From an optimization exercise on the open Yosys and OpenROAD flow, aimed at small area, a short achievable clock period and few clock cycles per item; shortcuts taken in it are not production practice. In this exercise RTL edits were held to simulation tests only and were not proved equivalent to the original.

$ cat flow/standard.sh
#!/bin/bash
# synth_recipe.tcl (not shown) runs the flow's synth.tcl, then flattens the netlist and writes it again
# the make line also repeats each setting of config.mk as NAME=value (left out here)
make -C /OpenROAD-flow-scripts/flow DESIGN_CONFIG=/design/flow/config.mk WORK_HOME=/design/flow/orfs CLKGATE_MAP_FILE= SYNTH_SCRIPT=/design/flow/synth_recipe.tcl "${@:-finish}"
$ cat flow/flow/run.sh
#!/bin/bash
set -euo pipefail
export BUFFER_PORTS_ARGS="-buffer_cell sky130_fd_sc_hd__buf_1"
bash standard.sh > standard_flow.log 2>&1
$ cat flow/config.mk
export PLATFORM = sky130hd
export DESIGN_NAME = seqpolar
export DESIGN_NICKNAME = seqpolar
export VERILOG_FILES = /design/flow/design.v
export SDC_FILE = /design/flow/constraint.sdc
export NUM_CORES = 4
export LEC_CHECK = 0
export CAP_MARGIN = 20
export CORE_MARGIN = 2
export CORE_UTILIZATION = 40
export CTS_BUF_LIST = sky130_fd_sc_hd__clkbuf_8
export SETUP_SLACK_MARGIN = 2.5
export SLEW_MARGIN = 20
$ cat flow/constraint.sdc
create_clock -name core_clock -period 7.0 [get_ports {i_clk}]
set_input_delay 1.4000 -clock core_clock [delete_from_list [all_inputs] [get_ports {i_clk}]]
set_output_delay 1.4000 -clock core_clock [all_outputs]
set_load 0.01 [all_outputs]
$ cat flow/design.v
`default_nettype none
module seqpolar(i_clk, i_reset, i_stb, i_xval, i_yval, i_aux, o_busy,
		o_done, o_mag, o_phase, o_aux);
	input	wire		i_clk, i_reset, i_stb;
	input	wire	[28:0]	i_xval, i_yval;
	input	wire		i_aux;
	output	wire		o_busy;
	output	reg		o_done;
	output	wire	[25:0]	o_mag;
	output	wire	[25:0]	o_phase;
	output	reg		o_aux;
	reg		busy;
	reg		rot;		 
	reg	[5:0]	k;		 
	reg	[3:0]	sa;		 
	reg	[7:0]	sc;		 
	reg		kbig;		 
	reg	[33:0]	xv;		 
	reg	[39:1]	yn;		 
	reg	[35:1]	ph;		 
	wire	sx = i_xval[28], sy = i_yval[28];
	wire	[33:0]	ex = { {1{sx}}, i_xval, 4'b0 };
	wire	[39:1]	ey = { {7{sy}}, i_yval, 3'b0 };
	wire	[33:0]	ld_x = sx ? { {2{sx}}, i_xval, 3'b0 } : ex;
	wire	[35:1]	ld_p = { !sx, !(sx^sy), 33'h1c7c6e34f };
	wire		d = yn[39];			 
	wire	[35:0]	y0 = { yn[35:1], 1'b0 };
	wire	[35:0]	ya0 = ({36{sa[0]}} & y0) |
			({36{sa[1]}} & { {2{y0[35]}}, y0[35:2] }) |
			({36{sa[2]}} & { {4{y0[35]}}, y0[35:4] }) |
			({36{sa[3]}} & { {6{y0[35]}}, y0[35:6] });
	wire	[35:0]	yb0 = ({36{sc[0]}} & ya0) |
			({36{sc[1]}} & { {8{ya0[35]}}, ya0[35:8] }) |
			({36{sc[2]}} & { {16{ya0[35]}}, ya0[35:16] }) |
			({36{sc[3]}} & { {24{ya0[35]}}, ya0[35:24] }) |
			({36{sc[4]}} & { {32{ya0[35]}}, ya0[35:32] });
	wire	[33:0]	ysh = kbig ? {34{d}} : yb0[33:0];
	wire	[33:0]	xmask = {34{1'b1}} << k;
	wire	[33:0]	xm = xv & xmask;
	wire		last = (k == 6'd33);
	wire	[9:0]	x34 = xv[9:0] + {9'b0, d};
	wire		rnd = last && (x34[9] || (x34[7:0] != 8'd0));
	wire	[33:0]	xop = (ysh ^ {34{d}}) | {25'b0, rnd, 8'b0};
	wire	[33:0]	xa = xv & {34{!rot}};
	wire	[33:0]	xn_s_a = xa;
	wire	[33:0]	xn_s_b = xop;
	wire	[33:0]	xn_s_p = xn_s_a ^ xn_s_b;
	wire	[33:0]	xn_s_g = xn_s_a & xn_s_b;
	wire	xn_s_ci = d;
	wire xn_s_g0c = xn_s_g[0] | (xn_s_p[0] & xn_s_ci);
	wire xn_s_g0 = xn_s_g[1] | (xn_s_p[1] & xn_s_g0c);
	wire xn_s_p0 = xn_s_p[1] & xn_s_p[0];
	wire xn_s_g1 = xn_s_g[3] | (xn_s_p[3] & xn_s_g[2]);
	wire xn_s_p1 = xn_s_p[3] & xn_s_p[2];
	wire xn_s_g2 = xn_s_g[5] | (xn_s_p[5] & xn_s_g[4]);
	wire xn_s_p2 = xn_s_p[5] & xn_s_p[4];
	wire xn_s_g3 = xn_s_g[7] | (xn_s_p[7] & xn_s_g[6]);
	wire xn_s_p3 = xn_s_p[7] & xn_s_p[6];
	wire xn_s_g4 = xn_s_g[9] | (xn_s_p[9] & xn_s_g[8]);
	wire xn_s_p4 = xn_s_p[9] & xn_s_p[8];
	wire xn_s_g5 = xn_s_g[11] | (xn_s_p[11] & xn_s_g[10]);
	wire xn_s_p5 = xn_s_p[11] & xn_s_p[10];
	wire xn_s_g6 = xn_s_g[13] | (xn_s_p[13] & xn_s_g[12]);
	wire xn_s_p6 = xn_s_p[13] & xn_s_p[12];
	wire xn_s_g7 = xn_s_g[15] | (xn_s_p[15] & xn_s_g[14]);
	wire xn_s_p7 = xn_s_p[15] & xn_s_p[14];
	wire xn_s_g8 = xn_s_g[17] | (xn_s_p[17] & xn_s_g[16]);
	wire xn_s_p8 = xn_s_p[17] & xn_s_p[16];
	wire xn_s_g9 = xn_s_g[19] | (xn_s_p[19] & xn_s_g[18]);
	wire xn_s_p9 = xn_s_p[19] & xn_s_p[18];
	wire xn_s_g10 = xn_s_g[21] | (xn_s_p[21] & xn_s_g[20]);
	wire xn_s_p10 = xn_s_p[21] & xn_s_p[20];
	wire xn_s_g11 = xn_s_g[23] | (xn_s_p[23] & xn_s_g[22]);
	wire xn_s_p11 = xn_s_p[23] & xn_s_p[22];
	wire xn_s_g12 = xn_s_g[25] | (xn_s_p[25] & xn_s_g[24]);
	wire xn_s_p12 = xn_s_p[25] & xn_s_p[24];
	wire xn_s_g13 = xn_s_g[27] | (xn_s_p[27] & xn_s_g[26]);
	wire xn_s_p13 = xn_s_p[27] & xn_s_p[26];
	wire xn_s_g14 = xn_s_g[29] | (xn_s_p[29] & xn_s_g[28]);
	wire xn_s_p14 = xn_s_p[29] & xn_s_p[28];
	wire xn_s_g15 = xn_s_g[31] | (xn_s_p[31] & xn_s_g[30]);
	wire xn_s_p15 = xn_s_p[31] & xn_s_p[30];
	wire xn_s_g16 = xn_s_g[2] | (xn_s_p[2] & xn_s_g0);
	wire xn_s_p16 = xn_s_p[2] & xn_s_p0;
	wire xn_s_g17 = xn_s_g1 | (xn_s_p1 & xn_s_g0);
	wire xn_s_p17 = xn_s_p1 & xn_s_p0;
	wire xn_s_g18 = xn_s_g[6] | (xn_s_p[6] & xn_s_g2);
	wire xn_s_p18 = xn_s_p[6] & xn_s_p2;
	wire xn_s_g19 = xn_s_g3 | (xn_s_p3 & xn_s_g2);
	wire xn_s_p19 = xn_s_p3 & xn_s_p2;
	wire xn_s_g20 = xn_s_g[10] | (xn_s_p[10] & xn_s_g4);
	wire xn_s_p20 = xn_s_p[10] & xn_s_p4;
	wire xn_s_g21 = xn_s_g5 | (xn_s_p5 & xn_s_g4);
	wire xn_s_p21 = xn_s_p5 & xn_s_p4;
	wire xn_s_g22 = xn_s_g[14] | (xn_s_p[14] & xn_s_g6);
	wire xn_s_p22 = xn_s_p[14] & xn_s_p6;
	wire xn_s_g23 = xn_s_g7 | (xn_s_p7 & xn_s_g6);
	wire xn_s_p23 = xn_s_p7 & xn_s_p6;
	wire xn_s_g24 = xn_s_g[18] | (xn_s_p[18] & xn_s_g8);
	wire xn_s_p24 = xn_s_p[18] & xn_s_p8;
	wire xn_s_g25 = xn_s_g9 | (xn_s_p9 & xn_s_g8);
	wire xn_s_p25 = xn_s_p9 & xn_s_p8;
	wire xn_s_g26 = xn_s_g[22] | (xn_s_p[22] & xn_s_g10);
	wire xn_s_p26 = xn_s_p[22] & xn_s_p10;
	wire xn_s_g27 = xn_s_g11 | (xn_s_p11 & xn_s_g10);
	wire xn_s_p27 = xn_s_p11 & xn_s_p10;
	wire xn_s_g28 = xn_s_g[26] | (xn_s_p[26] & xn_s_g12);
	wire xn_s_p28 = xn_s_p[26] & xn_s_p12;
	wire xn_s_g29 = xn_s_g13 | (xn_s_p13 & xn_s_g12);
	wire xn_s_p29 = xn_s_p13 & xn_s_p12;
	wire xn_s_g30 = xn_s_g[30] | (xn_s_p[30] & xn_s_g14);
	wire xn_s_p30 = xn_s_p[30] & xn_s_p14;
	wire xn_s_g31 = xn_s_g15 | (xn_s_p15 & xn_s_g14);
	wire xn_s_p31 = xn_s_p15 & xn_s_p14;
	wire xn_s_g32 = xn_s_g[4] | (xn_s_p[4] & xn_s_g17);
	wire xn_s_p32 = xn_s_p[4] & xn_s_p17;
	wire xn_s_g33 = xn_s_g2 | (xn_s_p2 & xn_s_g17);
	wire xn_s_p33 = xn_s_p2 & xn_s_p17;
	wire xn_s_g34 = xn_s_g18 | (xn_s_p18 & xn_s_g17);
	wire xn_s_p34 = xn_s_p18 & xn_s_p17;
	wire xn_s_g35 = xn_s_g19 | (xn_s_p19 & xn_s_g17);
	wire xn_s_p35 = xn_s_p19 & xn_s_p17;
	wire xn_s_g36 = xn_s_g[12] | (xn_s_p[12] & xn_s_g21);
	wire xn_s_p36 = xn_s_p[12] & xn_s_p21;
	wire xn_s_g37 = xn_s_g6 | (xn_s_p6 & xn_s_g21);
	wire xn_s_p37 = xn_s_p6 & xn_s_p21;
	wire xn_s_g38 = xn_s_g22 | (xn_s_p22 & xn_s_g21);
	wire xn_s_p38 = xn_s_p22 & xn_s_p21;
	wire xn_s_g39 = xn_s_g23 | (xn_s_p23 & xn_s_g21);
	wire xn_s_p39 = xn_s_p23 & xn_s_p21;
	wire xn_s_g40 = xn_s_g[20] | (xn_s_p[20] & xn_s_g25);
	wire xn_s_p40 = xn_s_p[20] & xn_s_p25;
	wire xn_s_g41 = xn_s_g10 | (xn_s_p10 & xn_s_g25);
	wire xn_s_p41 = xn_s_p10 & xn_s_p25;
	wire xn_s_g42 = xn_s_g26 | (xn_s_p26 & xn_s_g25);
	wire xn_s_p42 = xn_s_p26 & xn_s_p25;
	wire xn_s_g43 = xn_s_g27 | (xn_s_p27 & xn_s_g25);
	wire xn_s_p43 = xn_s_p27 & xn_s_p25;
	wire xn_s_g44 = xn_s_g[28] | (xn_s_p[28] & xn_s_g29);
	wire xn_s_p44 = xn_s_p[28] & xn_s_p29;
	wire xn_s_g45 = xn_s_g14 | (xn_s_p14 & xn_s_g29);
	wire xn_s_p45 = xn_s_p14 & xn_s_p29;
	wire xn_s_g46 = xn_s_g30 | (xn_s_p30 & xn_s_g29);
	wire xn_s_p46 = xn_s_p30 & xn_s_p29;
	wire xn_s_g47 = xn_s_g31 | (xn_s_p31 & xn_s_g29);
	wire xn_s_p47 = xn_s_p31 & xn_s_p29;
	wire xn_s_g48 = xn_s_g[8] | (xn_s_p[8] & xn_s_g35);
	wire xn_s_p48 = xn_s_p[8] & xn_s_p35;
	wire xn_s_g49 = xn_s_g4 | (xn_s_p4 & xn_s_g35);
	wire xn_s_p49 = xn_s_p4 & xn_s_p35;
	wire xn_s_g50 = xn_s_g20 | (xn_s_p20 & xn_s_g35);
	wire xn_s_p50 = xn_s_p20 & xn_s_p35;
	wire xn_s_g51 = xn_s_g21 | (xn_s_p21 & xn_s_g35);
	wire xn_s_p51 = xn_s_p21 & xn_s_p35;
	wire xn_s_g52 = xn_s_g36 | (xn_s_p36 & xn_s_g35);
	wire xn_s_p52 = xn_s_p36 & xn_s_p35;
	wire xn_s_g53 = xn_s_g37 | (xn_s_p37 & xn_s_g35);
	wire xn_s_p53 = xn_s_p37 & xn_s_p35;
	wire xn_s_g54 = xn_s_g38 | (xn_s_p38 & xn_s_g35);
	wire xn_s_p54 = xn_s_p38 & xn_s_p35;
	wire xn_s_g55 = xn_s_g39 | (xn_s_p39 & xn_s_g35);
	wire xn_s_p55 = xn_s_p39 & xn_s_p35;
	wire xn_s_g56 = xn_s_g[24] | (xn_s_p[24] & xn_s_g43);
	wire xn_s_p56 = xn_s_p[24] & xn_s_p43;
	wire xn_s_g57 = xn_s_g12 | (xn_s_p12 & xn_s_g43);
	wire xn_s_p57 = xn_s_p12 & xn_s_p43;
	wire xn_s_g58 = xn_s_g28 | (xn_s_p28 & xn_s_g43);
	wire xn_s_p58 = xn_s_p28 & xn_s_p43;
	wire xn_s_g59 = xn_s_g29 | (xn_s_p29 & xn_s_g43);
	wire xn_s_p59 = xn_s_p29 & xn_s_p43;
	wire xn_s_g60 = xn_s_g44 | (xn_s_p44 & xn_s_g43);
	wire xn_s_p60 = xn_s_p44 & xn_s_p43;
	wire xn_s_g61 = xn_s_g45 | (xn_s_p45 & xn_s_g43);
	wire xn_s_p61 = xn_s_p45 & xn_s_p43;
	wire xn_s_g62 = xn_s_g46 | (xn_s_p46 & xn_s_g43);
	wire xn_s_p62 = xn_s_p46 & xn_s_p43;
	wire xn_s_g63 = xn_s_g47 | (xn_s_p47 & xn_s_g43);
	wire xn_s_p63 = xn_s_p47 & xn_s_p43;
	wire xn_s_g64 = xn_s_g[16] | (xn_s_p[16] & xn_s_g55);
	wire xn_s_p64 = xn_s_p[16] & xn_s_p55;
	wire xn_s_g65 = xn_s_g8 | (xn_s_p8 & xn_s_g55);
	wire xn_s_p65 = xn_s_p8 & xn_s_p55;
	wire xn_s_g66 = xn_s_g24 | (xn_s_p24 & xn_s_g55);
	wire xn_s_p66 = xn_s_p24 & xn_s_p55;
	wire xn_s_g67 = xn_s_g25 | (xn_s_p25 & xn_s_g55);
	wire xn_s_p67 = xn_s_p25 & xn_s_p55;
	wire xn_s_g68 = xn_s_g40 | (xn_s_p40 & xn_s_g55);
	wire xn_s_p68 = xn_s_p40 & xn_s_p55;
	wire xn_s_g69 = xn_s_g41 | (xn_s_p41 & xn_s_g55);
	wire xn_s_p69 = xn_s_p41 & xn_s_p55;
	wire xn_s_g70 = xn_s_g42 | (xn_s_p42 & xn_s_g55);
	wire xn_s_p70 = xn_s_p42 & xn_s_p55;
	wire xn_s_g71 = xn_s_g43 | (xn_s_p43 & xn_s_g55);
	wire xn_s_p71 = xn_s_p43 & xn_s_p55;
	wire xn_s_g72 = xn_s_g56 | (xn_s_p56 & xn_s_g55);
	wire xn_s_p72 = xn_s_p56 & xn_s_p55;
	wire xn_s_g73 = xn_s_g57 | (xn_s_p57 & xn_s_g55);
	wire xn_s_p73 = xn_s_p57 & xn_s_p55;
	wire xn_s_g74 = xn_s_g58 | (xn_s_p58 & xn_s_g55);
	wire xn_s_p74 = xn_s_p58 & xn_s_p55;
	wire xn_s_g75 = xn_s_g59 | (xn_s_p59 & xn_s_g55);
	wire xn_s_p75 = xn_s_p59 & xn_s_p55;
	wire xn_s_g76 = xn_s_g60 | (xn_s_p60 & xn_s_g55);
	wire xn_s_p76 = xn_s_p60 & xn_s_p55;
	wire xn_s_g77 = xn_s_g61 | (xn_s_p61 & xn_s_g55);
	wire xn_s_p77 = xn_s_p61 & xn_s_p55;
	wire xn_s_g78 = xn_s_g62 | (xn_s_p62 & xn_s_g55);
	wire xn_s_p78 = xn_s_p62 & xn_s_p55;
	wire xn_s_g79 = xn_s_g63 | (xn_s_p63 & xn_s_g55);
	wire xn_s_p79 = xn_s_p63 & xn_s_p55;
	wire xn_s_g80 = xn_s_g[32] | (xn_s_p[32] & xn_s_g79);
	wire xn_s_p80 = xn_s_p[32] & xn_s_p79;
	wire	[33:0]	xn_s_c = {xn_s_g80, xn_s_g79, xn_s_g78, xn_s_g77, xn_s_g76, xn_s_g75, xn_s_g74, xn_s_g73, xn_s_g72, xn_s_g71, xn_s_g70, xn_s_g69, xn_s_g68, xn_s_g67, xn_s_g66, xn_s_g65, xn_s_g64, xn_s_g55, xn_s_g54, xn_s_g53, xn_s_g52, xn_s_g51, xn_s_g50, xn_s_g49, xn_s_g48, xn_s_g35, xn_s_g34, xn_s_g33, xn_s_g32, xn_s_g17, xn_s_g16, xn_s_g0, xn_s_g0c, xn_s_ci};
	wire	[33:0]	xn_s = xn_s_p ^ xn_s_c;
	wire	[33:0]	xn = xn_s;
	wire	[38:0]	ya = { yn[38:1], 1'b0 } & {39{!rot}};
	wire	[38:0]	yop = { {5{rot & xv[33]}}, xm } ^ {39{!d}};
	wire	[38:0]	ynn_s_a = ya;
	wire	[38:0]	ynn_s_b = yop;
	wire	[38:0]	ynn_s_p = ynn_s_a ^ ynn_s_b;
	wire	[38:0]	ynn_s_g = ynn_s_a & ynn_s_b;
	wire	ynn_s_ci = !d;
	wire ynn_s_g0c = ynn_s_g[0] | (ynn_s_p[0] & ynn_s_ci);
	wire ynn_s_g0 = ynn_s_g[1] | (ynn_s_p[1] & ynn_s_g0c);
	wire ynn_s_p0 = ynn_s_p[1] & ynn_s_p[0];
	wire ynn_s_g1 = ynn_s_g[3] | (ynn_s_p[3] & ynn_s_g[2]);
	wire ynn_s_p1 = ynn_s_p[3] & ynn_s_p[2];
	wire ynn_s_g2 = ynn_s_g[5] | (ynn_s_p[5] & ynn_s_g[4]);
	wire ynn_s_p2 = ynn_s_p[5] & ynn_s_p[4];
	wire ynn_s_g3 = ynn_s_g[7] | (ynn_s_p[7] & ynn_s_g[6]);
	wire ynn_s_p3 = ynn_s_p[7] & ynn_s_p[6];
	wire ynn_s_g4 = ynn_s_g[9] | (ynn_s_p[9] & ynn_s_g[8]);
	wire ynn_s_p4 = ynn_s_p[9] & ynn_s_p[8];
	wire ynn_s_g5 = ynn_s_g[11] | (ynn_s_p[11] & ynn_s_g[10]);
	wire ynn_s_p5 = ynn_s_p[11] & ynn_s_p[10];
	wire ynn_s_g6 = ynn_s_g[13] | (ynn_s_p[13] & ynn_s_g[12]);
	wire ynn_s_p6 = ynn_s_p[13] & ynn_s_p[12];
	wire ynn_s_g7 = ynn_s_g[15] | (ynn_s_p[15] & ynn_s_g[14]);
	wire ynn_s_p7 = ynn_s_p[15] & ynn_s_p[14];
	wire ynn_s_g8 = ynn_s_g[17] | (ynn_s_p[17] & ynn_s_g[16]);
	wire ynn_s_p8 = ynn_s_p[17] & ynn_s_p[16];
	wire ynn_s_g9 = ynn_s_g[19] | (ynn_s_p[19] & ynn_s_g[18]);
	wire ynn_s_p9 = ynn_s_p[19] & ynn_s_p[18];
	wire ynn_s_g10 = ynn_s_g[21] | (ynn_s_p[21] & ynn_s_g[20]);
	wire ynn_s_p10 = ynn_s_p[21] & ynn_s_p[20];
	wire ynn_s_g11 = ynn_s_g[23] | (ynn_s_p[23] & ynn_s_g[22]);
	wire ynn_s_p11 = ynn_s_p[23] & ynn_s_p[22];
	wire ynn_s_g12 = ynn_s_g[25] | (ynn_s_p[25] & ynn_s_g[24]);
	wire ynn_s_p12 = ynn_s_p[25] & ynn_s_p[24];
	wire ynn_s_g13 = ynn_s_g[27] | (ynn_s_p[27] & ynn_s_g[26]);
	wire ynn_s_p13 = ynn_s_p[27] & ynn_s_p[26];
	wire ynn_s_g14 = ynn_s_g[29] | (ynn_s_p[29] & ynn_s_g[28]);
	wire ynn_s_p14 = ynn_s_p[29] & ynn_s_p[28];
	wire ynn_s_g15 = ynn_s_g[31] | (ynn_s_p[31] & ynn_s_g[30]);
	wire ynn_s_p15 = ynn_s_p[31] & ynn_s_p[30];
	wire ynn_s_g16 = ynn_s_g[33] | (ynn_s_p[33] & ynn_s_g[32]);
	wire ynn_s_p16 = ynn_s_p[33] & ynn_s_p[32];
	wire ynn_s_g17 = ynn_s_g[35] | (ynn_s_p[35] & ynn_s_g[34]);
	wire ynn_s_p17 = ynn_s_p[35] & ynn_s_p[34];
	wire ynn_s_g18 = ynn_s_g[37] | (ynn_s_p[37] & ynn_s_g[36]);
	wire ynn_s_p18 = ynn_s_p[37] & ynn_s_p[36];
	wire ynn_s_g19 = ynn_s_g[2] | (ynn_s_p[2] & ynn_s_g0);
	wire ynn_s_p19 = ynn_s_p[2] & ynn_s_p0;
	wire ynn_s_g20 = ynn_s_g1 | (ynn_s_p1 & ynn_s_g0);
	wire ynn_s_p20 = ynn_s_p1 & ynn_s_p0;
	wire ynn_s_g21 = ynn_s_g[6] | (ynn_s_p[6] & ynn_s_g2);
	wire ynn_s_p21 = ynn_s_p[6] & ynn_s_p2;
	wire ynn_s_g22 = ynn_s_g3 | (ynn_s_p3 & ynn_s_g2);
	wire ynn_s_p22 = ynn_s_p3 & ynn_s_p2;
	wire ynn_s_g23 = ynn_s_g[10] | (ynn_s_p[10] & ynn_s_g4);
	wire ynn_s_p23 = ynn_s_p[10] & ynn_s_p4;
	wire ynn_s_g24 = ynn_s_g5 | (ynn_s_p5 & ynn_s_g4);
	wire ynn_s_p24 = ynn_s_p5 & ynn_s_p4;
	wire ynn_s_g25 = ynn_s_g[14] | (ynn_s_p[14] & ynn_s_g6);
	wire ynn_s_p25 = ynn_s_p[14] & ynn_s_p6;
	wire ynn_s_g26 = ynn_s_g7 | (ynn_s_p7 & ynn_s_g6);
	wire ynn_s_p26 = ynn_s_p7 & ynn_s_p6;
	wire ynn_s_g27 = ynn_s_g[18] | (ynn_s_p[18] & ynn_s_g8);
	wire ynn_s_p27 = ynn_s_p[18] & ynn_s_p8;
	wire ynn_s_g28 = ynn_s_g9 | (ynn_s_p9 & ynn_s_g8);
	wire ynn_s_p28 = ynn_s_p9 & ynn_s_p8;
	wire ynn_s_g29 = ynn_s_g[22] | (ynn_s_p[22] & ynn_s_g10);
	wire ynn_s_p29 = ynn_s_p[22] & ynn_s_p10;
	wire ynn_s_g30 = ynn_s_g11 | (ynn_s_p11 & ynn_s_g10);
	wire ynn_s_p30 = ynn_s_p11 & ynn_s_p10;
	wire ynn_s_g31 = ynn_s_g[26] | (ynn_s_p[26] & ynn_s_g12);
	wire ynn_s_p31 = ynn_s_p[26] & ynn_s_p12;
	wire ynn_s_g32 = ynn_s_g13 | (ynn_s_p13 & ynn_s_g12);
	wire ynn_s_p32 = ynn_s_p13 & ynn_s_p12;
	wire ynn_s_g33 = ynn_s_g[30] | (ynn_s_p[30] & ynn_s_g14);
	wire ynn_s_p33 = ynn_s_p[30] & ynn_s_p14;
	wire ynn_s_g34 = ynn_s_g15 | (ynn_s_p15 & ynn_s_g14);
	wire ynn_s_p34 = ynn_s_p15 & ynn_s_p14;
	wire ynn_s_g35 = ynn_s_g[34] | (ynn_s_p[34] & ynn_s_g16);
	wire ynn_s_p35 = ynn_s_p[34] & ynn_s_p16;
	wire ynn_s_g36 = ynn_s_g17 | (ynn_s_p17 & ynn_s_g16);
	wire ynn_s_p36 = ynn_s_p17 & ynn_s_p16;
	wire ynn_s_g37 = ynn_s_g[4] | (ynn_s_p[4] & ynn_s_g20);
	wire ynn_s_p37 = ynn_s_p[4] & ynn_s_p20;
	wire ynn_s_g38 = ynn_s_g2 | (ynn_s_p2 & ynn_s_g20);
	wire ynn_s_p38 = ynn_s_p2 & ynn_s_p20;
	wire ynn_s_g39 = ynn_s_g21 | (ynn_s_p21 & ynn_s_g20);
	wire ynn_s_p39 = ynn_s_p21 & ynn_s_p20;
	wire ynn_s_g40 = ynn_s_g22 | (ynn_s_p22 & ynn_s_g20);
	wire ynn_s_p40 = ynn_s_p22 & ynn_s_p20;
	wire ynn_s_g41 = ynn_s_g[12] | (ynn_s_p[12] & ynn_s_g24);
	wire ynn_s_p41 = ynn_s_p[12] & ynn_s_p24;
	wire ynn_s_g42 = ynn_s_g6 | (ynn_s_p6 & ynn_s_g24);
	wire ynn_s_p42 = ynn_s_p6 & ynn_s_p24;
	wire ynn_s_g43 = ynn_s_g25 | (ynn_s_p25 & ynn_s_g24);
	wire ynn_s_p43 = ynn_s_p25 & ynn_s_p24;
	wire ynn_s_g44 = ynn_s_g26 | (ynn_s_p26 & ynn_s_g24);
	wire ynn_s_p44 = ynn_s_p26 & ynn_s_p24;
	wire ynn_s_g45 = ynn_s_g[20] | (ynn_s_p[20] & ynn_s_g28);
	wire ynn_s_p45 = ynn_s_p[20] & ynn_s_p28;
	wire ynn_s_g46 = ynn_s_g10 | (ynn_s_p10 & ynn_s_g28);
	wire ynn_s_p46 = ynn_s_p10 & ynn_s_p28;
	wire ynn_s_g47 = ynn_s_g29 | (ynn_s_p29 & ynn_s_g28);
	wire ynn_s_p47 = ynn_s_p29 & ynn_s_p28;
	wire ynn_s_g48 = ynn_s_g30 | (ynn_s_p30 & ynn_s_g28);
	wire ynn_s_p48 = ynn_s_p30 & ynn_s_p28;
	wire ynn_s_g49 = ynn_s_g[28] | (ynn_s_p[28] & ynn_s_g32);
	wire ynn_s_p49 = ynn_s_p[28] & ynn_s_p32;
	wire ynn_s_g50 = ynn_s_g14 | (ynn_s_p14 & ynn_s_g32);
	wire ynn_s_p50 = ynn_s_p14 & ynn_s_p32;
	wire ynn_s_g51 = ynn_s_g33 | (ynn_s_p33 & ynn_s_g32);
	wire ynn_s_p51 = ynn_s_p33 & ynn_s_p32;
	wire ynn_s_g52 = ynn_s_g34 | (ynn_s_p34 & ynn_s_g32);
	wire ynn_s_p52 = ynn_s_p34 & ynn_s_p32;
	wire ynn_s_g53 = ynn_s_g[36] | (ynn_s_p[36] & ynn_s_g36);
	wire ynn_s_p53 = ynn_s_p[36] & ynn_s_p36;
	wire ynn_s_g54 = ynn_s_g18 | (ynn_s_p18 & ynn_s_g36);
	wire ynn_s_p54 = ynn_s_p18 & ynn_s_p36;
	wire ynn_s_g55 = ynn_s_g[8] | (ynn_s_p[8] & ynn_s_g40);
	wire ynn_s_p55 = ynn_s_p[8] & ynn_s_p40;
	wire ynn_s_g56 = ynn_s_g4 | (ynn_s_p4 & ynn_s_g40);
	wire ynn_s_p56 = ynn_s_p4 & ynn_s_p40;
	wire ynn_s_g57 = ynn_s_g23 | (ynn_s_p23 & ynn_s_g40);
	wire ynn_s_p57 = ynn_s_p23 & ynn_s_p40;
	wire ynn_s_g58 = ynn_s_g24 | (ynn_s_p24 & ynn_s_g40);
	wire ynn_s_p58 = ynn_s_p24 & ynn_s_p40;
	wire ynn_s_g59 = ynn_s_g41 | (ynn_s_p41 & ynn_s_g40);
	wire ynn_s_p59 = ynn_s_p41 & ynn_s_p40;
	wire ynn_s_g60 = ynn_s_g42 | (ynn_s_p42 & ynn_s_g40);
	wire ynn_s_p60 = ynn_s_p42 & ynn_s_p40;
	wire ynn_s_g61 = ynn_s_g43 | (ynn_s_p43 & ynn_s_g40);
	wire ynn_s_p61 = ynn_s_p43 & ynn_s_p40;
	wire ynn_s_g62 = ynn_s_g44 | (ynn_s_p44 & ynn_s_g40);
	wire ynn_s_p62 = ynn_s_p44 & ynn_s_p40;
	wire ynn_s_g63 = ynn_s_g[24] | (ynn_s_p[24] & ynn_s_g48);
	wire ynn_s_p63 = ynn_s_p[24] & ynn_s_p48;
	wire ynn_s_g64 = ynn_s_g12 | (ynn_s_p12 & ynn_s_g48);
	wire ynn_s_p64 = ynn_s_p12 & ynn_s_p48;
	wire ynn_s_g65 = ynn_s_g31 | (ynn_s_p31 & ynn_s_g48);
	wire ynn_s_p65 = ynn_s_p31 & ynn_s_p48;
	wire ynn_s_g66 = ynn_s_g32 | (ynn_s_p32 & ynn_s_g48);
	wire ynn_s_p66 = ynn_s_p32 & ynn_s_p48;
	wire ynn_s_g67 = ynn_s_g49 | (ynn_s_p49 & ynn_s_g48);
	wire ynn_s_p67 = ynn_s_p49 & ynn_s_p48;
	wire ynn_s_g68 = ynn_s_g50 | (ynn_s_p50 & ynn_s_g48);
	wire ynn_s_p68 = ynn_s_p50 & ynn_s_p48;
	wire ynn_s_g69 = ynn_s_g51 | (ynn_s_p51 & ynn_s_g48);
	wire ynn_s_p69 = ynn_s_p51 & ynn_s_p48;
	wire ynn_s_g70 = ynn_s_g52 | (ynn_s_p52 & ynn_s_g48);
	wire ynn_s_p70 = ynn_s_p52 & ynn_s_p48;
	wire ynn_s_g71 = ynn_s_g[16] | (ynn_s_p[16] & ynn_s_g62);
	wire ynn_s_p71 = ynn_s_p[16] & ynn_s_p62;
	wire ynn_s_g72 = ynn_s_g8 | (ynn_s_p8 & ynn_s_g62);
	wire ynn_s_p72 = ynn_s_p8 & ynn_s_p62;
	wire ynn_s_g73 = ynn_s_g27 | (ynn_s_p27 & ynn_s_g62);
	wire ynn_s_p73 = ynn_s_p27 & ynn_s_p62;
	wire ynn_s_g74 = ynn_s_g28 | (ynn_s_p28 & ynn_s_g62);
	wire ynn_s_p74 = ynn_s_p28 & ynn_s_p62;
	wire ynn_s_g75 = ynn_s_g45 | (ynn_s_p45 & ynn_s_g62);
	wire ynn_s_p75 = ynn_s_p45 & ynn_s_p62;
	wire ynn_s_g76 = ynn_s_g46 | (ynn_s_p46 & ynn_s_g62);
	wire ynn_s_p76 = ynn_s_p46 & ynn_s_p62;
	wire ynn_s_g77 = ynn_s_g47 | (ynn_s_p47 & ynn_s_g62);
	wire ynn_s_p77 = ynn_s_p47 & ynn_s_p62;
	wire ynn_s_g78 = ynn_s_g48 | (ynn_s_p48 & ynn_s_g62);
	wire ynn_s_p78 = ynn_s_p48 & ynn_s_p62;
	wire ynn_s_g79 = ynn_s_g63 | (ynn_s_p63 & ynn_s_g62);
	wire ynn_s_p79 = ynn_s_p63 & ynn_s_p62;
	wire ynn_s_g80 = ynn_s_g64 | (ynn_s_p64 & ynn_s_g62);
	wire ynn_s_p80 = ynn_s_p64 & ynn_s_p62;
	wire ynn_s_g81 = ynn_s_g65 | (ynn_s_p65 & ynn_s_g62);
	wire ynn_s_p81 = ynn_s_p65 & ynn_s_p62;
	wire ynn_s_g82 = ynn_s_g66 | (ynn_s_p66 & ynn_s_g62);
	wire ynn_s_p82 = ynn_s_p66 & ynn_s_p62;
	wire ynn_s_g83 = ynn_s_g67 | (ynn_s_p67 & ynn_s_g62);
	wire ynn_s_p83 = ynn_s_p67 & ynn_s_p62;
	wire ynn_s_g84 = ynn_s_g68 | (ynn_s_p68 & ynn_s_g62);
	wire ynn_s_p84 = ynn_s_p68 & ynn_s_p62;
	wire ynn_s_g85 = ynn_s_g69 | (ynn_s_p69 & ynn_s_g62);
	wire ynn_s_p85 = ynn_s_p69 & ynn_s_p62;
	wire ynn_s_g86 = ynn_s_g70 | (ynn_s_p70 & ynn_s_g62);
	wire ynn_s_p86 = ynn_s_p70 & ynn_s_p62;
	wire ynn_s_g87 = ynn_s_g[32] | (ynn_s_p[32] & ynn_s_g86);
	wire ynn_s_p87 = ynn_s_p[32] & ynn_s_p86;
	wire ynn_s_g88 = ynn_s_g16 | (ynn_s_p16 & ynn_s_g86);
	wire ynn_s_p88 = ynn_s_p16 & ynn_s_p86;
	wire ynn_s_g89 = ynn_s_g35 | (ynn_s_p35 & ynn_s_g86);
	wire ynn_s_p89 = ynn_s_p35 & ynn_s_p86;
	wire ynn_s_g90 = ynn_s_g36 | (ynn_s_p36 & ynn_s_g86);
	wire ynn_s_p90 = ynn_s_p36 & ynn_s_p86;
	wire ynn_s_g91 = ynn_s_g53 | (ynn_s_p53 & ynn_s_g86);
	wire ynn_s_p91 = ynn_s_p53 & ynn_s_p86;
	wire ynn_s_g92 = ynn_s_g54 | (ynn_s_p54 & ynn_s_g86);
	wire ynn_s_p92 = ynn_s_p54 & ynn_s_p86;
	wire	[38:0]	ynn_s_c = {ynn_s_g92, ynn_s_g91, ynn_s_g90, ynn_s_g89, ynn_s_g88, ynn_s_g87, ynn_s_g86, ynn_s_g85, ynn_s_g84, ynn_s_g83, ynn_s_g82, ynn_s_g81, ynn_s_g80, ynn_s_g79, ynn_s_g78, ynn_s_g77, ynn_s_g76, ynn_s_g75, ynn_s_g74, ynn_s_g73, ynn_s_g72, ynn_s_g71, ynn_s_g62, ynn_s_g61, ynn_s_g60, ynn_s_g59, ynn_s_g58, ynn_s_g57, ynn_s_g56, ynn_s_g55, ynn_s_g40, ynn_s_g39, ynn_s_g38, ynn_s_g37, ynn_s_g20, ynn_s_g19, ynn_s_g0, ynn_s_g0c, ynn_s_ci};
	wire	[38:0]	ynn_s = ynn_s_p ^ ynn_s_c;
	wire	[38:0]	ynn = ynn_s;
	wire	[34:0]	ang =
		({35{!k[5] & sc[0] & sa[1]}} & 35'h12e4051da) |
		({35{!k[5] & sc[0] & sa[2]}} & 35'h09fb385b5) |
		({35{!k[5] & sc[0] & sa[3]}} & 35'h051111d41) |
		({35{!k[5] & sc[1] & sa[0]}} & 35'h028b0d430) |
		({35{!k[5] & sc[1] & sa[1]}} & 35'h0145d7e15) |
		({35{!k[5] & sc[1] & sa[2]}} & 35'h00a2f61e5) |
		({35{!k[5] & sc[1] & sa[3]}} & 35'h00517c551) |
		({35{!k[5] & sc[2] & sa[0]}} & 35'h0028be534) |
		({35{!k[5] & sc[2] & sa[1]}} & 35'h00145f2eb) |
		({35{!k[5] & sc[2] & sa[2]}} & 35'h000a2f980) |
		({35{!k[5] & sc[2] & sa[3]}} & 35'h000517cc1) |
		({35{!k[5] & sc[3] & sa[0]}} & 35'h00028be60) |
		({35{!k[5] & sc[3] & sa[1]}} & 35'h000145f30) |
		({35{!k[5] & sc[3] & sa[2]}} & 35'h0000a2f98) |
		({35{!k[5] & sc[3] & sa[3]}} & 35'h0000517cc) |
		({35{!k[5] & sc[4] & sa[0]}} & 35'h000028be6) |
		({35{!k[5] & sc[4] & sa[1]}} & 35'h0000145f3) |
		({35{!k[5] & sc[4] & sa[2]}} & 35'h00000a2f9) |
		({35{!k[5] & sc[4] & sa[3]}} & 35'h00000517c) |
		({35{!k[5] & sc[5] & sa[0]}} & 35'h0000028be) |
		({35{!k[5] & sc[5] & sa[1]}} & 35'h00000145f) |
		({35{!k[5] & sc[5] & sa[2]}} & 35'h000000a2f) |
		({35{!k[5] & sc[5] & sa[3]}} & 35'h000000517) |
		({35{!k[5] & sc[6] & sa[0]}} & 35'h00000028b) |
		({35{!k[5] & sc[6] & sa[1]}} & 35'h000000145) |
		({35{!k[5] & sc[6] & sa[2]}} & 35'h0000000a2) |
		({35{!k[5] & sc[6] & sa[3]}} & 35'h000000051) |
		({35{!k[5] & sc[7] & sa[0]}} & 35'h000000028) |
		({35{!k[5] & sc[7] & sa[1]}} & 35'h000000014) |
		({35{!k[5] & sc[7] & sa[2]}} & 35'h00000000a) |
		({35{!k[5] & sc[7] & sa[3]}} & 35'h000000005) |
		({35{k[5] & sa[0]}} & 35'h000000002) |
		({35{k[5] & sa[1]}} & 35'h000000001);
	wire	[34:0]	pn_s_a = ph;
	wire	[34:0]	pn_s_b = (ang & {35{!d}});
	wire	[34:0]	pn_s_p = pn_s_a ^ pn_s_b;
	wire	[34:0]	pn_s_g = pn_s_a & pn_s_b;
	wire	pn_s_ci = 1'b0;
	wire pn_s_g0c = pn_s_g[0] | (pn_s_p[0] & pn_s_ci);
	wire pn_s_g0 = pn_s_g[1] | (pn_s_p[1] & pn_s_g0c);
	wire pn_s_p0 = pn_s_p[1] & pn_s_p[0];
	wire pn_s_g1 = pn_s_g[3] | (pn_s_p[3] & pn_s_g[2]);
	wire pn_s_p1 = pn_s_p[3] & pn_s_p[2];
	wire pn_s_g2 = pn_s_g[5] | (pn_s_p[5] & pn_s_g[4]);
	wire pn_s_p2 = pn_s_p[5] & pn_s_p[4];
	wire pn_s_g3 = pn_s_g[7] | (pn_s_p[7] & pn_s_g[6]);
	wire pn_s_p3 = pn_s_p[7] & pn_s_p[6];
	wire pn_s_g4 = pn_s_g[9] | (pn_s_p[9] & pn_s_g[8]);
	wire pn_s_p4 = pn_s_p[9] & pn_s_p[8];
	wire pn_s_g5 = pn_s_g[11] | (pn_s_p[11] & pn_s_g[10]);
	wire pn_s_p5 = pn_s_p[11] & pn_s_p[10];
	wire pn_s_g6 = pn_s_g[13] | (pn_s_p[13] & pn_s_g[12]);
	wire pn_s_p6 = pn_s_p[13] & pn_s_p[12];
	wire pn_s_g7 = pn_s_g[15] | (pn_s_p[15] & pn_s_g[14]);
	wire pn_s_p7 = pn_s_p[15] & pn_s_p[14];
	wire pn_s_g8 = pn_s_g[17] | (pn_s_p[17] & pn_s_g[16]);
	wire pn_s_p8 = pn_s_p[17] & pn_s_p[16];
	wire pn_s_g9 = pn_s_g[19] | (pn_s_p[19] & pn_s_g[18]);
	wire pn_s_p9 = pn_s_p[19] & pn_s_p[18];
	wire pn_s_g10 = pn_s_g[21] | (pn_s_p[21] & pn_s_g[20]);
	wire pn_s_p10 = pn_s_p[21] & pn_s_p[20];
	wire pn_s_g11 = pn_s_g[23] | (pn_s_p[23] & pn_s_g[22]);
	wire pn_s_p11 = pn_s_p[23] & pn_s_p[22];
	wire pn_s_g12 = pn_s_g[25] | (pn_s_p[25] & pn_s_g[24]);
	wire pn_s_p12 = pn_s_p[25] & pn_s_p[24];
	wire pn_s_g13 = pn_s_g[27] | (pn_s_p[27] & pn_s_g[26]);
	wire pn_s_p13 = pn_s_p[27] & pn_s_p[26];
	wire pn_s_g14 = pn_s_g[29] | (pn_s_p[29] & pn_s_g[28]);
	wire pn_s_p14 = pn_s_p[29] & pn_s_p[28];
	wire pn_s_g15 = pn_s_g[31] | (pn_s_p[31] & pn_s_g[30]);
	wire pn_s_p15 = pn_s_p[31] & pn_s_p[30];
	wire pn_s_g16 = pn_s_g[33] | (pn_s_p[33] & pn_s_g[32]);
	wire pn_s_p16 = pn_s_p[33] & pn_s_p[32];
	wire pn_s_g17 = pn_s_g1 | (pn_s_p1 & pn_s_g0);
	wire pn_s_p17 = pn_s_p1 & pn_s_p0;
	wire pn_s_g18 = pn_s_g3 | (pn_s_p3 & pn_s_g2);
	wire pn_s_p18 = pn_s_p3 & pn_s_p2;
	wire pn_s_g19 = pn_s_g5 | (pn_s_p5 & pn_s_g4);
	wire pn_s_p19 = pn_s_p5 & pn_s_p4;
	wire pn_s_g20 = pn_s_g7 | (pn_s_p7 & pn_s_g6);
	wire pn_s_p20 = pn_s_p7 & pn_s_p6;
	wire pn_s_g21 = pn_s_g9 | (pn_s_p9 & pn_s_g8);
	wire pn_s_p21 = pn_s_p9 & pn_s_p8;
	wire pn_s_g22 = pn_s_g11 | (pn_s_p11 & pn_s_g10);
	wire pn_s_p22 = pn_s_p11 & pn_s_p10;
	wire pn_s_g23 = pn_s_g13 | (pn_s_p13 & pn_s_g12);
	wire pn_s_p23 = pn_s_p13 & pn_s_p12;
	wire pn_s_g24 = pn_s_g15 | (pn_s_p15 & pn_s_g14);
	wire pn_s_p24 = pn_s_p15 & pn_s_p14;
	wire pn_s_g25 = pn_s_g18 | (pn_s_p18 & pn_s_g17);
	wire pn_s_p25 = pn_s_p18 & pn_s_p17;
	wire pn_s_g26 = pn_s_g20 | (pn_s_p20 & pn_s_g19);
	wire pn_s_p26 = pn_s_p20 & pn_s_p19;
	wire pn_s_g27 = pn_s_g22 | (pn_s_p22 & pn_s_g21);
	wire pn_s_p27 = pn_s_p22 & pn_s_p21;
	wire pn_s_g28 = pn_s_g24 | (pn_s_p24 & pn_s_g23);
	wire pn_s_p28 = pn_s_p24 & pn_s_p23;
	wire pn_s_g29 = pn_s_g26 | (pn_s_p26 & pn_s_g25);
	wire pn_s_p29 = pn_s_p26 & pn_s_p25;
	wire pn_s_g30 = pn_s_g28 | (pn_s_p28 & pn_s_g27);
	wire pn_s_p30 = pn_s_p28 & pn_s_p27;
	wire pn_s_g31 = pn_s_g30 | (pn_s_p30 & pn_s_g29);
	wire pn_s_p31 = pn_s_p30 & pn_s_p29;
	wire pn_s_g32 = pn_s_g27 | (pn_s_p27 & pn_s_g29);
	wire pn_s_p32 = pn_s_p27 & pn_s_p29;
	wire pn_s_g33 = pn_s_g19 | (pn_s_p19 & pn_s_g25);
	wire pn_s_p33 = pn_s_p19 & pn_s_p25;
	wire pn_s_g34 = pn_s_g21 | (pn_s_p21 & pn_s_g29);
	wire pn_s_p34 = pn_s_p21 & pn_s_p29;
	wire pn_s_g35 = pn_s_g23 | (pn_s_p23 & pn_s_g32);
	wire pn_s_p35 = pn_s_p23 & pn_s_p32;
	wire pn_s_g36 = pn_s_g2 | (pn_s_p2 & pn_s_g17);
	wire pn_s_p36 = pn_s_p2 & pn_s_p17;
	wire pn_s_g37 = pn_s_g4 | (pn_s_p4 & pn_s_g25);
	wire pn_s_p37 = pn_s_p4 & pn_s_p25;
	wire pn_s_g38 = pn_s_g6 | (pn_s_p6 & pn_s_g33);
	wire pn_s_p38 = pn_s_p6 & pn_s_p33;
	wire pn_s_g39 = pn_s_g8 | (pn_s_p8 & pn_s_g29);
	wire pn_s_p39 = pn_s_p8 & pn_s_p29;
	wire pn_s_g40 = pn_s_g10 | (pn_s_p10 & pn_s_g34);
	wire pn_s_p40 = pn_s_p10 & pn_s_p34;
	wire pn_s_g41 = pn_s_g12 | (pn_s_p12 & pn_s_g32);
	wire pn_s_p41 = pn_s_p12 & pn_s_p32;
	wire pn_s_g42 = pn_s_g14 | (pn_s_p14 & pn_s_g35);
	wire pn_s_p42 = pn_s_p14 & pn_s_p35;
	wire pn_s_g43 = pn_s_g16 | (pn_s_p16 & pn_s_g31);
	wire pn_s_p43 = pn_s_p16 & pn_s_p31;
	wire pn_s_g44 = pn_s_g[2] | (pn_s_p[2] & pn_s_g0);
	wire pn_s_p44 = pn_s_p[2] & pn_s_p0;
	wire pn_s_g45 = pn_s_g[4] | (pn_s_p[4] & pn_s_g17);
	wire pn_s_p45 = pn_s_p[4] & pn_s_p17;
	wire pn_s_g46 = pn_s_g[6] | (pn_s_p[6] & pn_s_g36);
	wire pn_s_p46 = pn_s_p[6] & pn_s_p36;
	wire pn_s_g47 = pn_s_g[8] | (pn_s_p[8] & pn_s_g25);
	wire pn_s_p47 = pn_s_p[8] & pn_s_p25;
	wire pn_s_g48 = pn_s_g[10] | (pn_s_p[10] & pn_s_g37);
	wire pn_s_p48 = pn_s_p[10] & pn_s_p37;
	wire pn_s_g49 = pn_s_g[12] | (pn_s_p[12] & pn_s_g33);
	wire pn_s_p49 = pn_s_p[12] & pn_s_p33;
	wire pn_s_g50 = pn_s_g[14] | (pn_s_p[14] & pn_s_g38);
	wire pn_s_p50 = pn_s_p[14] & pn_s_p38;
	wire pn_s_g51 = pn_s_g[16] | (pn_s_p[16] & pn_s_g29);
	wire pn_s_p51 = pn_s_p[16] & pn_s_p29;
	wire pn_s_g52 = pn_s_g[18] | (pn_s_p[18] & pn_s_g39);
	wire pn_s_p52 = pn_s_p[18] & pn_s_p39;
	wire pn_s_g53 = pn_s_g[20] | (pn_s_p[20] & pn_s_g34);
	wire pn_s_p53 = pn_s_p[20] & pn_s_p34;
	wire pn_s_g54 = pn_s_g[22] | (pn_s_p[22] & pn_s_g40);
	wire pn_s_p54 = pn_s_p[22] & pn_s_p40;
	wire pn_s_g55 = pn_s_g[24] | (pn_s_p[24] & pn_s_g32);
	wire pn_s_p55 = pn_s_p[24] & pn_s_p32;
	wire pn_s_g56 = pn_s_g[26] | (pn_s_p[26] & pn_s_g41);
	wire pn_s_p56 = pn_s_p[26] & pn_s_p41;
	wire pn_s_g57 = pn_s_g[28] | (pn_s_p[28] & pn_s_g35);
	wire pn_s_p57 = pn_s_p[28] & pn_s_p35;
	wire pn_s_g58 = pn_s_g[30] | (pn_s_p[30] & pn_s_g42);
	wire pn_s_p58 = pn_s_p[30] & pn_s_p42;
	wire pn_s_g59 = pn_s_g[32] | (pn_s_p[32] & pn_s_g31);
	wire pn_s_p59 = pn_s_p[32] & pn_s_p31;
	wire	[34:0]	pn_s_c = {pn_s_g43, pn_s_g59, pn_s_g31, pn_s_g58, pn_s_g42, pn_s_g57, pn_s_g35, pn_s_g56, pn_s_g41, pn_s_g55, pn_s_g32, pn_s_g54, pn_s_g40, pn_s_g53, pn_s_g34, pn_s_g52, pn_s_g39, pn_s_g51, pn_s_g29, pn_s_g50, pn_s_g38, pn_s_g49, pn_s_g33, pn_s_g48, pn_s_g37, pn_s_g47, pn_s_g25, pn_s_g46, pn_s_g36, pn_s_g45, pn_s_g17, pn_s_g44, pn_s_g0, pn_s_g0c, pn_s_ci};
	wire	[34:0]	pn_s = pn_s_p ^ pn_s_c;
	wire	[35:1]	pn = pn_s;
	wire	load = i_stb && !busy;
	wire	[5:0]	knext = k + {5'd0, !rot};
	always @(posedge i_clk)
	begin
		if (load) begin
			xv <= ld_x;
			yn <= ey;
			rot <= sx;
			ph <= ld_p;
			k  <= 6'd0;
			sa <= 4'b0001;
			sc <= 8'b00000001;
			kbig <= 1'b0;
		end else begin
			xv <= xn;
			yn <= ynn;
			ph <= pn;
			k  <= knext;
			sa <= 4'b0001 << knext[1:0];
			sc <= 8'b00000001 << knext[4:2];
			kbig <= knext >= 6'd18;
			rot <= 1'b0;
		end
	end
	always @(posedge i_clk)
	if (load)
		o_aux <= i_aux;
	always @(posedge i_clk)
	if (i_reset) begin
		busy   <= 1'b0;
		o_done <= 1'b0;
	end else begin
		o_done <= busy && last;
		if (load)
			busy <= 1'b1;
		else if (last)
			busy <= 1'b0;
	end
	assign	o_busy  = busy;
	assign	o_mag   = xv[33:8];
	assign	o_phase = ph[35:10];
endmodule
==> key figures <==
Synth
  – Synth top area share: 20.9%
  – Largest family of logic cells by synthesized area: compound AO/OA/AOI/OAI gates
  – Compound-Gate Fraction of Synth Area: 24.2%
  – Cell area after synthesis: 0.0124 mm2
  – Area leader, netlist: dfxtp_1
  – Mapped Cells: 1,605
  – Synth Area in Adders: 15.0%
  – Avg Cell Area, Syn: 7.75 um2
  – Asr flop ratio synth: 0%
  – Syn nets: 1,799
  – Unique masters post-synth: 72
  – Synth top area cells: dfxtp_1 (21%), ha_1 (10%), xnor2_1 (7.1%), a22oi_1 (4.9%), nand2_1 (4.8%)
  – Synth Warn #: 1
  – XOR/XNOR Fraction of Synth Area: 9.02%
  – Fraction of the mapped netlist area in simple logic gates: 21.4%
  – Post-synthesis mux area share: 1.74%
  – Register area share after synthesis: 21.2%
  – Post-synth EDFFs: 1
  – Flops & latches, synth: 131
  – Leading register cell type out of synthesis: dfxtp_1

Worst setup path
  – R2r startpoint: sa[3]
  – R2R depth: 20
  – Worst Setup End Kind: register
  – Critical Path Max Stage Delay: 0.42 ns
  – Data arrival, critical path: 4.87 ns
  – Crit path max fanout: 5
  – Worst path required time: 7.35 ns
  – Flop2flop setup slack: 2.48 ns
  – Critical path, cell by cell: buf_12 -> or3_4 -> a22o_4 -> a222oi_1 -> a21oi_1 -> o21ai_2 -> fa_2 -> inv_1 -> a21o_1 -> a2111o_1 -> a41o_4 -> a31oi_4 -> o21ai_2 -> a41o_1 -> o21a_1 -> nor2_2 -> fa_2 -> xnor2_2 -> xnor2_1 -> a21oi_1
  – CP Launch Type: register
  – Crit Reg-Reg Endpoint: xv[33]
  – Crit Path Category: register to register
  – Slowest cell on the critical path: or3_4

Global routing
  – GR Util All Layers: 24.1%
  – Vias in the first global route: 11,540
  – GRT overflow: 0
  – Largest net degree at the start of global routing: 71
  – Initial antenna violation count: 0
  – First-pass GRT wire length: 62,500 um

Timing
  – Worst-Margin Slew: 0.778 ns
  – Clk_skew: 0.0210 ns
  – Tmin final: 4.52 ns
  – Setup_tns: 0 ns
  – Fin. Hold Viols: 0
  – Fin. max-slew vios: 0
  – Unrepaired setup endpoints after global routing: yes
  – Rel. slew slack: 48.1%
  – Final Cycle Share: 64.6%
  – Worst hold slack: 0.521 ns
  – Fmax achieved: 221 MHz
  – # setup viols final: 0

Cells and area
  – Total Nets Final: 1,837
  – Fill cells: 3,140
  – ANT cells: 0
  – Area Growth Syn to Fin: 12.3%
  – Register area: 0.00267 mm2
  – Ratio of cells with drive above 1 in the final layout: 11.7%
  – Commonest non-fill, non-tap cell in the layout: nand2_1
  – Area of the multi-input gates: 0.00927 mm2
  – Most frequent cells in the layout: nand2_1 (152), nor2_1 (123), dfxtp_1 (116)

Die
  – Initial Utilization: 40.6%
  – Core box area: 0.0306 mm2
  – DIE WIDTH: 180 um
  – DIE HEIGHT: 180 um
  – # rows: 64
  – Die area: 0.0325 mm2
  – I/O pins: 117

Clock tree
  – CTS tree: done
  – Root Driver: clkbuf_8
  – CTS Buf Count: 17
  – Clk Latency, worst-skew pair: 0.48 ns
  – Clk pin slew, worst setup/hold paths: 0.10 ns
  – Post-CTS Hold Fix Bufs: 0
  – Sink Count: 131
  – Bufs on Longest Clock Path: 2
  – H-Tree Depth: 4

Placed design
  – Gp weighted congestion: 0.916
  – Dpl hpwl: 29,600 um
  – Port buffer count: 116

Status
  – Status: no timing/DRC/antenna violations

Routing
  – Antenna Nets Post-Route: 0
  – Vias: 11,917
  – Via/cell ratio: 5.81
  – DR DRC count: 0
  – Total Routed Length: 40,200 um
  – Routed length per instance: 19.6 um
  – DR iter-0 viols: 968
  – First-pass DRT Iterations: 6

Hold path
  – Hold Crit Depth: 1
  – Hold_sp: busy
  – Worst hold path type: register to register
  – WHS Endpoint: o_done

Run
  – MaxCap Viol Count: 0
-- routing by layer --
metal / part of all wire [%] / up-vias / routed length (um) / global-route usage (%)
li1: - / 5774 / - / -
met3: 4.7 / 89 / 1900 / 3.68
met4: 4.0 / 0 / 1590 / 10.5
met2: 49 / 375 / 19700 / 41.8
met1: 42 / 5679 / 17000 / 29.6
met5: 0 / - / 0 / 0
-- registers in the layout (all words and copies together), names as in the netlist --
| name | flops |
|---|---|
| o_aux | 1 |
| yn | 39 |
| sa | 4 |
| kbig | 1 |
| xv | 34 |
| rot | 1 |
| o_done | 1 |
| busy | 1 |
| ph | 35 |
| sc | 8 |
| k | 6 |
-- critical path: cells and delay by family, from the launching register on --
| family | cells | cell delay (ns) |
|---|---|---|
| xor+xnor | 2 | 0.24 |
| simple gates | 2 | 0.54 |
| flops | 1 | 0.36 |
| compound gates | 12 | 2.61 |
| fa+ha+maj | 2 | 0.47 |
| buf+inv | 2 | 0.16 |
-- how the worst max path moves through the flow --
stage	start	to	slack, ns	cells past startpoint
finish	sa[3]	xv[33]	2.48	20
floorplan	k[5]	ph[32]	2.52	20
global route	sa[3]	xv[33]	2.29	22
global placement	sc[2]	ph[32]	1.50	17
CTS	sa[1]	xv[33]	2.45	21
detailed placement	k[5]	ph[32]	1.39	19
-- area by class of cell --
cell class,instances,area share (%)
clock inverters,14,1.10
well taps,396,3.55
inverters,40,1.10
multi-input cells,1280,66.4
clock buffers,18,1.77
flip-flops and latches,131,19.1
repair buffers,173,6.96
-- synthesized netlist by cell type, types with 11 or more instances --
cell type	number
and2_1	17
a22oi_1	81
fa_1	29
nand3_1	55
nor2b_1	82
a221oi_1	11
a21o_1	30
nor2_1	124
and3_1	22
o21a_1	11
nand2b_1	22
nand2_1	158
nor3_1	32
buf_1	18
mux2i_1	16
a211oi_1	17
inv_1	39
a222oi_1	15
clkbuf_1	84
o211ai_1	11
xor2_1	27
buf_4	52
dfxtp_1	130
xnor2_1	101
a21oi_1	116
ha_1	103
o31ai_1	11
o21ai_0	76
-- repair_timing --
item | 4_1_cts | 5_1_grt
gates cloned | 2 | 1
pin swaps | 29 | 39
setup buffers | 15 | 21
setup endpoints to repair | 52 | 21
resized for setup | 66 | 52
-- cells by family after synthesis --
family | after synthesis
AO/OA/AOI/OAI | 448
XOR/XNOR | 128
adder cells (fa/ha/maj) | 132
buffers and inverters | 194
flip-flops | 131
multiplexers | 21
AND/OR/NAND/NOR | 551
-- through the flow --
stage / util [%] / setup WS (ns) / area, um2 / cells
6_report: 45.6 / 2.48 / 14000 / 2052
5_1_grt: 45.6 / 2.29 / 14000 / 2052
4_1_cts: 44.4 / 2.45 / 13600 / 2030
3_5_place_dp: 41.7 / 1.39 / 12700 / 1981
3_3_place_gp: 41.7 / 1.50 / 12700 / 1981
2_1_floorplan: - / 2.52 / 12400 / 1605
Testbench counts, summed over its fixed seeds: cycles 18,182, items 512.

-- static timing again, ports no longer ideal --
In the flow no input, the clock included, has a driving cell. The finished layout below was timed again as built, in two steps. Step 1 assumes that a clkbuf_16 drives the clock port and a buf_2 every other input. Step 2 adds t to the input delays and takes it off the output delays; t is the mean of the earliest and latest rising clock arrival at the registers after step 1. Input paths then give back, and output paths get back, about the clock's delay inside the block. Slacks: ideal / step 1 / step 2; pairs: ideal / step 1.
t (ns): 0.522
slack for setup (ns): 2.480 / 2.480 / 2.480
pins driven straight from the clock port: 1
After both steps setup and hold are still met in this run. The setup slack of this run moves by 0.000 ns with the drivers and by 0.000 ns with both steps.
